This is an optimization exercise on Yosys and OpenROAD, whose aim is small area, not a production implementation. Function was checked by simulation only, so behaviour that the tests miss may differ from the original. Power is estimated from default activity; no workload was simulated.

## kirin_cpu
module kirin_cpu(
	input clk,
	input rst,
	input [15:0] mem_rdata,
	output [11:0] mem_addr,
	output [15:0] mem_wdata,
	output mem_we,
	input [15:0] fib_rdata,
	output [11:0] fib_addr,
	output [15:0] fib_wdata,
	output fib_we,
	output [15:0] acc_out,
	output [15:0] lcg_sum
);
Size in the first run: roughly 1300 cells after synthesis, roughly 150 flip-flops, about 120 I/O pins, about 11000 um^2 of cells after synthesis.
clock: 6.0 ns
lec_check: 0
cap_margin: 20
core_margin: 2
core_utilization: 85
cts_buf_list: sky130_fd_sc_hd__clkbuf_8
slew_margin: 20
standard.sh (not shown) runs the stock make flow with config.mk's settings and CLKGATE_MAP_FILE= SYNTH_SCRIPT=/design/flow/synth_recipe.tcl, a recipe that flattens the netlist after the stock synthesis.
==> flow/flow/run.sh <==
#!/bin/bash
# The standard layout (the standard.sh, unchanged synthesis), except:
# - the input and output ports are buffered with the smallest buffer, buf_1,
#   instead of the resizer's default choice;
# - clock tree synthesis inserts no dummy loads (extra inverters hung on the
#   clock nets only to balance them).
set -euo pipefail
export BUFFER_PORTS_ARGS="-buffer_cell sky130_fd_sc_hd__buf_1"
export CTS_ARGS="-sink_clustering_enable -repair_clock_nets -buf_list sky130_fd_sc_hd__clkbuf_8 -dont_use_dummy_load"
bash standard.sh > standard.log 2>&1
Change:
==> flow/flow/run.sh (replaced) <==
#!/bin/bash
# The standard layout (the standard.sh, unchanged synthesis), except that
# the input and output ports are buffered with the smallest buffer, buf_1,
# instead of the resizer's default choice.
set -euo pipefail
export BUFFER_PORTS_ARGS="-buffer_cell sky130_fd_sc_hd__buf_1"
bash standard.sh > standard.log 2>&1
--- a/flow/config.mk
+++ b/flow/config.mk
@@ -8,5 +8,5 @@
 export CAP_MARGIN = 20
 export CORE_MARGIN = 2
-export CORE_UTILIZATION = 85
+export CORE_UTILIZATION = 75
 export CTS_BUF_LIST = sky130_fd_sc_hd__clkbuf_8
 export SLEW_MARGIN = 20
Result: The changed run ran to the end with no violations. Via count is lower by about 9%. Count of clock-buffer cells in the layout does not change. Core utilization is lower by 8.4 points. Clock skew is lower by 0.022 ns. Global-route usage is lower by 15 points. Maximum frequency is higher by 3.0%. Worst hold slack loses 0.020 ns. Cell area is higher by 1.4%. Die area is higher by about 13%. Critical path depth is higher by 2.

========
Setup of job 9709:
Starting RTL as in the previous note.
Settings: LEC_CHECK=0, CAP_MARGIN=5, CORE_MARGIN=2, CORE_UTILIZATION=75, CTS_BUF_LIST=sky130_fd_sc_hd__clkbuf_8, SLEW_MARGIN=5; clock period 6.0 ns.
==> flow/flow/run.sh <==
#!/bin/bash
# The standard layout (the standard.sh, unchanged synthesis), except that
# the input and output ports are buffered with the smallest buffer, buf_1,
# instead of the resizer's default choice.
set -euo pipefail
export BUFFER_PORTS_ARGS="-buffer_cell sky130_fd_sc_hd__buf_1"
bash standard.sh > standard.log 2>&1
Job 9709 finished every stage and its layout cleared the timing, design-rule and antenna checks.
Setup changes, job 9709 to job 1676
- CTS_CLUSTER_SIZE newly set to 10
- CORE_UTILIZATION changed from 75 to 40
- SLEW_MARGIN changed from 5 to 20
- CTS_CLUSTER_DIAMETER newly set to 25
- CAP_MARGIN changed from 5 to 20
[summary]
Of the two values seen for first element of the critical path, lcg.c[1]$_SDFF_PP0_ was produced by job 9709 and st[2]$_SDFF_PN0_ by job 1676.
Wire length the detailed router placed on met1 (lower): job 9709
Relative to job 9709, minimum clock period after layout has gone up in job 1676.
Changes observed in job 1676 relative to job 9709: relative area change from synthesis to final layout picked up an extra 2.4 points, number of filler instances in the final layout picked up an extra about 200%.
Inputs modified between job 1676 and job 1320:
- a deleted CTS_CLUSTER_SIZE that had been 10
- a deleted CTS_CLUSTER_DIAMETER that had been 25
- a change of CORE_UTILIZATION from 40 to 75
==> flow/flow/run.sh <==
#!/bin/bash
# The standard layout (the standard.sh, unchanged synthesis), except:
# - the input and output ports are buffered with the smallest buffer, buf_1,
#   instead of the resizer's default choice;
# - clock tree synthesis inserts no dummy loads (extra inverters hung on the
#   clock nets only to balance them).
set -euo pipefail
export BUFFER_PORTS_ARGS="-buffer_cell sky130_fd_sc_hd__buf_1"
export CTS_ARGS="-sink_clustering_enable -repair_clock_nets -buf_list sky130_fd_sc_hd__clkbuf_8 -dont_use_dummy_load"
bash standard.sh > standard.log 2>&1
Findings:
Diff job 1676 -> job 1320 | wire length on met1 | down by more than 10%
On number of standard-cell rows in the floorplan, the lower figure sits with job 1320, not job 1676.
Job 1676 has higher post-layout instance count excluding filler cells than job 1320.
Comparing job 1320 and job 1676, the higher worst hold-check slack is on job 1320.
Total power: job 1320 better than job 1676
Compare job 1320 and job 1676 | post-route clock period utilization higher: job 1676
Compared to job 1676, the routing of job 1320 uses less wire.
From job 1320 to job 1676, buffer and inverter count on the worst path did not move at all.
> inputs changed (job 1320 -> job 8946)
- CORE_UTILIZATION now 60, was 75
- CTS_CLUSTER_SIZE now 10, previously not set
==> flow/flow/run.sh <==
#!/bin/bash
# The standard layout (the standard.sh, unchanged synthesis), except that
# the input and output ports are buffered with the smallest buffer, buf_1,
# instead of the resizer's default choice.
set -euo pipefail
export BUFFER_PORTS_ARGS="-buffer_cell sky130_fd_sc_hd__buf_1"
bash standard.sh > standard.log 2>&1
[summary]
Across both runs, fraction of power consumed by the clock network was higher for job 8946 than for job 1320. From job 1320 to job 8946 the numbers moved as follows: slack of the critical path has increased, via count has decreased.
Relative to job 8946, the following input files were edited for job 3094:
- a deleted CTS_BUF_LIST that had been sky130_fd_sc_hd__clkbuf_8
- a deleted CTS_CLUSTER_SIZE that had been 10
- a change of CORE_UTILIZATION from 60 to 40
- Every run (job 8946 and job 3094) finished clean.
- When job 3094 is measured against job 8946, its overall die area turns out 9300 um2 higher.
- Compared with job 8946, in job 3094 clock period minus final worst setup slack now sits higher; pin count of the biggest net entering global routing now sits higher; fmax now sits lower; wire length now sits higher.
- From job 8946 to job 3094, post-synthesis compound-gate area fraction did not move at all.
- Job 3094 vs. job 8946: starting utilization of the core area lower; worst-case setup margin in the final layout lower.
- Combinational fraction of design power sits lower in job 3094 than in job 8946.

[separate check: timing with driven ports]
How much do the figures lean on ideal ports? The routed layouts below were timed once more, with nothing changed but the port constraints. Step 1, drivers: a clkbuf_16 drives clk and a buf_2 each remaining input, both assumed. Step 2 times the ports against the registers' clock, not the clock port: input delays grow and output delays shrink by t, the midpoint of the rising clock arrivals with the driver on. Slacks: no drivers / after step 1 / after step 2; pairs: no drivers / after step 1.
| run | shift t [ns] | setup WS [ns] | hold WS [ns] | worst setup path at the end |
|---|---|---|---|---|
| the first run of note 1 | 0.524 | 0.406 / 0.406 / 0.288 | 0.508 / 0.508 / 0.508 | input to register |
| the second run of note 1 | 0.508 | 0.568 / 0.568 / 0.568 | 0.488 / 0.488 / 0.488 | register to register |
| job 9709 | 0.508 | 0.568 / 0.568 / 0.568 | 0.488 / 0.488 / 0.488 | register to register |
| job 1676 | 0.517 | 0.354 / 0.354 / 0.354 | 0.477 / 0.477 / 0.477 | register to register |
| job 1320 | 0.486 | 0.532 / 0.532 / 0.488 | 0.487 / 0.487 / 0.487 | input to register |
| job 8946 | 0.518 | 0.537 / 0.537 / 0.531 | 0.482 / 0.482 / 0.482 | input to register |
| job 3094 | 0.480 | 0.429 / 0.429 / 0.429 | 0.484 / 0.484 / 0.484 | register to register |
After both steps every run listed still meets setup and hold. The setup slack of the first run of note 1, which loses most, moves by 0.000 ns with the drivers and by -0.118 ns with both steps.
